Background: an optimization exercise with open tools, aiming at small area and a short achievable clock period. Do not read the settings as production practice.
Function was checked by simulation only, so behaviour that the tests miss may differ from the original.
Power is estimated from default activity; no workload was simulated.

==> flow/design.v <==
module add64 (input  logic [63:0] a, b,
              input  logic cin,
              output logic [63:0] y);
	logic [63:0] x, g0;
	logic [6:0][63:0] G, P;    
	logic [63:0] c;
	add_pg PG (.a(a), .b(b), .cin(cin), .g(g0), .x(x));
	genvar l, i;
	generate
		for (i = 0; i < 64; i++) begin : g_l1
			if (i % 2 == 1) begin : g_odd
				if (i >= 3) begin : g_gp
					add_gp C (.g(g0[i]), .p(x[i]), .gl(g0[i-1]), .pl(x[i-1]), .go(G[1][i]), .po(P[1][i]));
				end else begin : g_g
					add_g  C (.g(g0[i]), .p(x[i]), .gl(g0[i-1]), .go(G[1][i]));
					assign P[1][i] = 1'b0;
				end
			end else begin : g_even
				assign G[1][i] = 1'b0;
				assign P[1][i] = 1'b0;
			end
		end
		for (l = 2; l <= 6; l++) begin : g_lvl
			for (i = 0; i < 64; i++) begin : g_bit
				if (i % 2 == 1 && i >= (1 << (l-1))) begin : g_op
					if (i - (1 << l) + 1 > 0) begin : g_gp
						add_gp C (.g(G[l-1][i]), .p(P[l-1][i]), .gl(G[l-1][i-(1 << (l-1))]),
						          .pl(P[l-1][i-(1 << (l-1))]), .go(G[l][i]), .po(P[l][i]));
					end else begin : g_g
						add_g  C (.g(G[l-1][i]), .p(P[l-1][i]), .gl(G[l-1][i-(1 << (l-1))]), .go(G[l][i]));
						assign P[l][i] = 1'b0;
					end
				end else begin : g_pass
					assign G[l][i] = G[l-1][i];
					assign P[l][i] = P[l-1][i];
				end
			end
		end
		assign c[0] = cin;
		assign c[1] = g0[0];
		for (i = 1; i < 63; i++) begin : g_l7
			if (i % 2 == 0) begin : g_even
				add_g C (.g(g0[i]), .p(x[i]), .gl(G[6][i-1]), .go(c[i+1]));
			end else begin : g_odd
				assign c[i+1] = G[6][i];
			end
		end
	endgenerate
	add_sum SUM (.x(x), .c(c), .y(y));
endmodule
module add_pg (input  logic [63:0] a, b,
               input  logic cin,
               output logic [63:0] g, x);
	assign x = a ^ b;
	assign g = {a[63:1] & b[63:1], (a[0] & b[0]) | ((a[0] ^ b[0]) & cin)};
endmodule
module add_gp (input logic g, p, gl, pl, output logic go, po);
	assign go = g | (p & gl);
	assign po = p & pl;
endmodule
module add_g (input logic g, p, gl, output logic go);
	assign go = g | (p & gl);
endmodule
module add_sum (input  logic [63:0] x, c,
                output logic [63:0] y);
	assign y = x ^ c;
endmodule
module regfile #(parameter N=64)
					(input  logic clk,
					 input  logic [30:0] we,
					 input  logic [N-1:0] wd,
					 input  logic [30:0] sel1, sel2,
					 input  logic byp1, byp2,
					 output logic [N-1:0] rd1, rd2);
	logic [N-1:0] registers [0:30];
	logic [63:0]  sq [0:1];        
	rf_selreg SA (.clk(clk), .d({byp2, sel2, byp1, sel1}), .q(sq[0]));
	rf_selreg SB (.clk(clk), .d({byp2, sel2, byp1, sel1}), .q(sq[1]));
	genvar k, b;
	generate
		for (k = 0; k < 31; k++) begin : g_reg
			logic          wen;
			logic [N-1:0]  d;
			assign wen = ~we[k];
			for (b = 0; b < N; b++) begin : g_bit
				rf_hold H (.we(we[k]), .wen(wen), .wd(wd[b]), .q(registers[k][b]), .d(d[b]));
			end
			always_ff @(posedge clk)
				registers[k] <= d;
		end
		for (b = 0; b < N; b++) begin : g_bit
			logic [31:0] d;
			for (k = 0; k < 31; k++) begin : g_d
				assign d[k] = registers[k][b];
			end
			assign d[31] = wd[b];
			rf_read P1 (.s(sq[b / 32][31:0]),  .d(d), .y(rd1[b]));
			rf_read P2 (.s(sq[b / 32][63:32]), .d(d), .y(rd2[b]));
		end
	endgenerate
endmodule
module rf_read (input  logic [31:0] s, d,
                output logic y);
	logic [10:0] t;
	genvar j;
	generate
		for (j = 0; j < 10; j++) begin : g_t
			rf_aoi222 A (.a1(s[3*j]),   .a2(d[3*j]),
			             .b1(s[3*j+1]), .b2(d[3*j+1]),
			             .c1(s[3*j+2]), .c2(d[3*j+2]), .y(t[j]));
		end
	endgenerate
	assign t[10] = ~((s[30] & d[30]) | (s[31] & d[31]));
	assign y = ~&t;
endmodule
module rf_selreg (input logic clk, input logic [63:0] d, output logic [63:0] q);
	always_ff @(posedge clk)
		q <= d;
endmodule
module rf_hold (input logic we, wen, wd, q, output logic d);
	assign d = (we & wd) | (wen & q);
endmodule
module rf_aoi222 (input logic a1, a2, b1, b2, c1, c2, output logic y);
	assign y = ~((a1 & a2) | (b1 & b2) | (c1 & c2));
endmodule
module processor_arm #(parameter N = 64)
							(input logic CLOCK_50, reset,
							output logic [N-1:0] IM_addr,
							input  logic [31:0] IM_readData,
							output logic [N-1:0] DM_writeData, DM_addr,
							output logic DM_writeEnable, DM_readEnable,
							input  logic [N-1:0] DM_readData);
	logic clk;
	assign clk = CLOCK_50;
	logic [63:0] pc_q;
	logic        d_ldur, d_stur, d_cbz, d_add, d_sub, d_and, d_orr, d_movz;
	logic [23:0] d_ins;       
	logic [63:0] d_pc;
	logic        e_memRead, e_memWrite, e_branch, e_regWrite;
	logic        e_cin;
	logic [63:0] e_a, e_b, e_s;
	logic [4:0]  e_rd;
	logic        m_memRead, m_memWrite, m_branch, m_regWrite;
	logic        m_zero;
	logic [63:0] m_res, m_s;
	logic [4:0]  m_rd;
	logic [30:0] m_we;        
	logic [30:0] w_we;        
	logic [63:0] w_wd;
	logic        pcsrc;
	logic [63:0] pc_next;
	assign pcsrc   = m_branch & m_zero;
	assign pc_next = pcsrc ? m_res : pc_q + 64'd4;
	always_ff @(posedge clk, posedge reset)
		if (reset) pc_q <= '0;
		else       pc_q <= pc_next;
	assign IM_addr = pc_q;
	logic [10:0] op;
	logic f_ldur, f_stur, f_cbz, f_add, f_sub, f_and, f_orr, f_movz;
	assign op     = IM_readData[31:21];
	assign f_ldur = (op == 11'b111_1100_0010);
	assign f_stur = (op == 11'b111_1100_0000);
	assign f_cbz  = (op[10:3] == 8'b101_1010_0);
	assign f_add  = (op == 11'b100_0101_1000);
	assign f_sub  = (op == 11'b110_0101_1000);
	assign f_and  = (op == 11'b100_0101_0000);
	assign f_orr  = (op == 11'b101_0101_0000);
	assign f_movz = (op[10:2] == 9'b110_1001_01);
	logic [31:0] f_dn, f_dm, f_dt;
	logic [30:0] f_sel1, f_sel2;
	logic        f_hit1, f_hit2, f_noa;
	always_comb
		for (int k = 0; k < 32; k++) begin
			f_dn[k] = (IM_readData[9:5]   == k);
			f_dm[k] = (IM_readData[20:16] == k);
			f_dt[k] = (IM_readData[4:0]   == k);
		end
	assign f_noa  = f_cbz | f_movz;
	always_comb begin
		for (int k = 0; k < 31; k++) begin
			f_sel1[k] = f_dn[k] & ~m_we[k] & ~f_noa;
			f_sel2[k] = (IM_readData[28] ? f_dt[k] : f_dm[k]) & ~m_we[k];
		end
		f_hit1 = |(f_dn[30:0] & m_we) & ~f_noa;
		f_hit2 = |((IM_readData[28] ? f_dt[30:0] : f_dm[30:0]) & m_we);
	end
	always_ff @(posedge clk, posedge reset)
		if (reset) begin
			d_ldur <= 1'b0; d_stur <= 1'b0; d_cbz <= 1'b0; d_add <= 1'b0;
			d_sub  <= 1'b0; d_and  <= 1'b0; d_orr <= 1'b0; d_movz <= 1'b0;
		end else begin
			d_ldur <= f_ldur; d_stur <= f_stur; d_cbz <= f_cbz; d_add <= f_add;
			d_sub  <= f_sub;  d_and  <= f_and;  d_orr <= f_orr; d_movz <= f_movz;
		end
	always_ff @(posedge clk) begin
		d_ins  <= IM_readData[23:0];
		d_pc   <= pc_q;
	end
	logic [63:0] rd1, rd2;
	logic        d_we;
	regfile RF (.clk(clk), .we(w_we), .wd(w_wd),
	            .sel1(f_sel1), .byp1(f_hit1), .sel2(f_sel2), .byp2(f_hit2),
	            .rd1(rd1), .rd2(rd2));
	logic [63:0] imm9, imm19, immz, immb, a_d, b_d;
	assign imm9  = {{55{d_ins[20]}}, d_ins[20:12]};
	assign imm19 = {{43{d_ins[23]}}, d_ins[23:5], 2'b00};
	assign immz  = {48'b0, d_ins[20:5]} << {d_ins[22:21], 4'b0000};
	assign immb  = ({64{d_ldur | d_stur}} & imm9) |
	               ({64{d_cbz}} & imm19) |
	               ({64{d_movz}} & immz);
	assign a_d = ({64{~(d_and | d_orr)}} & rd1) | ({64{d_cbz}} & d_pc);
	assign b_d = ((rd2 ^ {64{d_sub}}) & {64{d_add | d_sub}}) |
	             ({64{d_and}} & rd1 & rd2) |
	             ({64{d_orr}} & (rd1 | rd2)) | immb;
	assign d_we = d_ldur | d_add | d_sub | d_and | d_orr | d_movz;
	always_ff @(posedge clk, posedge reset)
		if (reset) begin
			e_memRead <= 1'b0; e_memWrite <= 1'b0; e_branch <= 1'b0;
			e_regWrite <= 1'b0;
		end else begin
			e_memRead <= d_ldur; e_memWrite <= d_stur; e_branch <= d_cbz;
			e_regWrite <= d_we;
		end
	always_ff @(posedge clk) begin
		e_cin <= d_sub;
		e_a   <= a_d;
		e_b   <= b_d;
		e_s   <= rd2;
		e_rd  <= d_ins[4:0];
	end
	logic [63:0] res;
	add64 ALU (.a(e_a), .b(e_b), .cin(e_cin), .y(res));
	always_ff @(posedge clk, posedge reset)
		if (reset) begin
			m_memRead <= 1'b0; m_memWrite <= 1'b0; m_branch <= 1'b0;
			m_regWrite <= 1'b0;
		end else begin
			m_memRead <= e_memRead; m_memWrite <= e_memWrite; m_branch <= e_branch;
			m_regWrite <= e_regWrite;
		end
	always_ff @(posedge clk) begin
		m_zero <= (e_s == 64'd0);
		m_res  <= res;
		m_s    <= e_s;
		m_rd   <= e_rd;
	end
	assign DM_addr        = m_res;
	assign DM_writeData   = m_s;
	assign DM_writeEnable = m_memWrite;
	assign DM_readEnable  = m_memRead;
	always_comb
		for (int k = 0; k < 31; k++)
			m_we[k] = m_regWrite & (m_rd == k);
	always_ff @(posedge clk, posedge reset)
		if (reset) w_we <= '0;
		else       w_we <= m_we;
	logic e_ld, m_ld;
	always_ff @(posedge clk) begin
		e_ld <= d_ldur;
		m_ld <= e_ld;
	end
	always_ff @(posedge clk)
		w_wd <= m_ld ? DM_readData : m_res;
endmodule
==> flow/config.mk <==
export PLATFORM = sky130hd
export DESIGN_NAME = processor_arm
export DESIGN_NICKNAME = processor_arm
export VERILOG_FILES = /design/flow/design.v
export SDC_FILE = /design/flow/constraint.sdc
export NUM_CORES = 4
export LEC_CHECK = 0
export CAP_MARGIN = 20
export CORE_MARGIN = 2
export CORE_UTILIZATION = 60
export CTS_CLUSTER_DIAMETER = 100
export CTS_CLUSTER_SIZE = 25
export PLACE_DENSITY = 0.7
export SLEW_MARGIN = 20
export SYNTH_HIERARCHICAL = 1
==> flow/constraint.sdc <==
create_clock -name core_clock -period 9.0 [get_ports {CLOCK_50}]
set_input_delay 1.8000 -clock core_clock [delete_from_list [all_inputs] [get_ports {CLOCK_50}]]
set_output_delay 1.8000 -clock core_clock [all_outputs]
set_load 0.01 [all_outputs]
standard.sh (not shown) runs the stock make flow with config.mk's settings and CLKGATE_MAP_FILE= SYNTH_SCRIPT=/design/flow/synth_recipe.tcl, a recipe that flattens the netlist after the stock synthesis.
==> flow/flow/run.sh <==
#!/bin/bash
# Layout flow: the standard flow (standard.sh, unchanged synthesis) with
#  - setup repair aimed below the clock period, so that the layout's achieved
#    period is as short as the design allows;
#  - every input and output port buffered by a buf_2 (resized later as
#    timing needs) instead of the default port buffer.
# make's full output goes to flow_make.log; ORFS keeps each step's log under
# orfs/logs/.
set -euo pipefail
bash standard.sh SETUP_SLACK_MARGIN=5.8 \
	"BUFFER_PORTS_ARGS=-buffer_cell sky130_fd_sc_hd__buf_2" \
	finish > flow_make.log 2>&1
Then changed:
--- a/flow/design.v
+++ b/flow/design.v
@@ -142,11 +142,10 @@
 	logic [4:0]  e_rd;
 	logic        m_memRead, m_memWrite, m_branch, m_regWrite;
 	logic        m_zero;
 	logic [63:0] m_res, m_s;
 	logic [4:0]  m_rd;
-	logic [30:0] m_we;        
 	logic [30:0] w_we;        
 	logic [63:0] w_wd;
 	logic        pcsrc;
 	logic [63:0] pc_next;
 	assign pcsrc   = m_branch & m_zero;
@@ -164,44 +163,39 @@
 	assign f_add  = (op == 11'b100_0101_1000);
 	assign f_sub  = (op == 11'b110_0101_1000);
 	assign f_and  = (op == 11'b100_0101_0000);
 	assign f_orr  = (op == 11'b101_0101_0000);
 	assign f_movz = (op[10:2] == 9'b110_1001_01);
-	logic [31:0] f_dn, f_dm, f_dt;
-	logic [30:0] f_sel1, f_sel2;
-	logic        f_hit1, f_hit2, f_noa;
-	always_comb
-		for (int k = 0; k < 32; k++) begin
-			f_dn[k] = (IM_readData[9:5]   == k);
-			f_dm[k] = (IM_readData[20:16] == k);
-			f_dt[k] = (IM_readData[4:0]   == k);
-		end
+	logic [4:0] f_rn, f_rm2;
+	logic       f_hit1, f_hit2, f_noa;
+	assign f_rn   = IM_readData[9:5];
+	assign f_rm2  = IM_readData[28] ? IM_readData[4:0] : IM_readData[20:16];
+	assign f_hit1 = m_regWrite & (f_rn  == m_rd) & (f_rn  != 5'd31);
+	assign f_hit2 = m_regWrite & (f_rm2 == m_rd) & (f_rm2 != 5'd31);
 	assign f_noa  = f_cbz | f_movz;
-	always_comb begin
-		for (int k = 0; k < 31; k++) begin
-			f_sel1[k] = f_dn[k] & ~m_we[k] & ~f_noa;
-			f_sel2[k] = (IM_readData[28] ? f_dt[k] : f_dm[k]) & ~m_we[k];
-		end
-		f_hit1 = |(f_dn[30:0] & m_we) & ~f_noa;
-		f_hit2 = |((IM_readData[28] ? f_dt[30:0] : f_dm[30:0]) & m_we);
-	end
 	always_ff @(posedge clk, posedge reset)
 		if (reset) begin
 			d_ldur <= 1'b0; d_stur <= 1'b0; d_cbz <= 1'b0; d_add <= 1'b0;
 			d_sub  <= 1'b0; d_and  <= 1'b0; d_orr <= 1'b0; d_movz <= 1'b0;
 		end else begin
 			d_ldur <= f_ldur; d_stur <= f_stur; d_cbz <= f_cbz; d_add <= f_add;
 			d_sub  <= f_sub;  d_and  <= f_and;  d_orr <= f_orr; d_movz <= f_movz;
 		end
+	logic [30:0] f_sel1, f_sel2;
+	always_comb
+		for (int k = 0; k < 31; k++) begin
+			f_sel1[k] = (f_rn  == k) & ~f_hit1 & ~f_noa;
+			f_sel2[k] = (f_rm2 == k) & ~f_hit2;
+		end
 	always_ff @(posedge clk) begin
 		d_ins  <= IM_readData[23:0];
 		d_pc   <= pc_q;
 	end
 	logic [63:0] rd1, rd2;
 	logic        d_we;
 	regfile RF (.clk(clk), .we(w_we), .wd(w_wd),
-	            .sel1(f_sel1), .byp1(f_hit1), .sel2(f_sel2), .byp2(f_hit2),
+	            .sel1(f_sel1), .byp1(f_hit1 & ~f_noa), .sel2(f_sel2), .byp2(f_hit2),
 	            .rd1(rd1), .rd2(rd2));
 	logic [63:0] imm9, imm19, immz, immb, a_d, b_d;
 	assign imm9  = {{55{d_ins[20]}}, d_ins[20:12]};
 	assign imm19 = {{43{d_ins[23]}}, d_ins[23:5], 2'b00};
 	assign immz  = {48'b0, d_ins[20:5]} << {d_ins[22:21], 4'b0000};
@@ -246,10 +240,11 @@
 	end
 	assign DM_addr        = m_res;
 	assign DM_writeData   = m_s;
 	assign DM_writeEnable = m_memWrite;
 	assign DM_readEnable  = m_memRead;
+	logic [30:0] m_we;
 	always_comb
 		for (int k = 0; k < 31; k++)
 			m_we[k] = m_regWrite & (m_rd == k);
 	always_ff @(posedge clk, posedge reset)
 		if (reset) w_we <= '0;
What happened:
- The changed run finished with timing, DRC and antenna clean
- sequential power stays flat
- fmax shrinks by 0.92%
- count of clock-buffer cells in the layout shrinks by 11
- via count shrinks by about 2.4%
- critical path depth shrinks by 6
- cell count shrinks by 0.77%
- synthesized area shrinks by about 0.6%
- die area shrinks by 0.57%
- global-route usage is about the same
- wire length shrinks by about 1.7%
- register-to-register slack is worse by 0.02 ns

-- separate check: timing with driven ports --
How much do the figures lean on ideal ports? The routed layouts below were timed once more, with nothing changed but the port constraints.
Step 1 sets driving cells, clkbuf_16 on the clock port and buf_2 on the other inputs (assumed; they add their load-dependent delay and slew).
Step 2, shift: input delay + t, output delay - t, t = (earliest + latest rising clock arrival at the registers) / 2. This alone moves slack from input paths to output paths.
a / b / c = no drivers / after step 1 / after step 2; a / b = the first two.
run	t, ns	setup slack, ns	hold slack, ns
the first run	0.930	5.737 / 5.688 / 5.002	0.323 / 0.323 / 0.323
the second run	0.925	5.706 / 5.616 / 5.164	0.331 / 0.331 / 0.331
After both steps setup and hold are still met in every run listed. For the first run, which loses most, drivers alone change the setup slack by -0.049 ns; drivers and shift together by -0.735 ns.
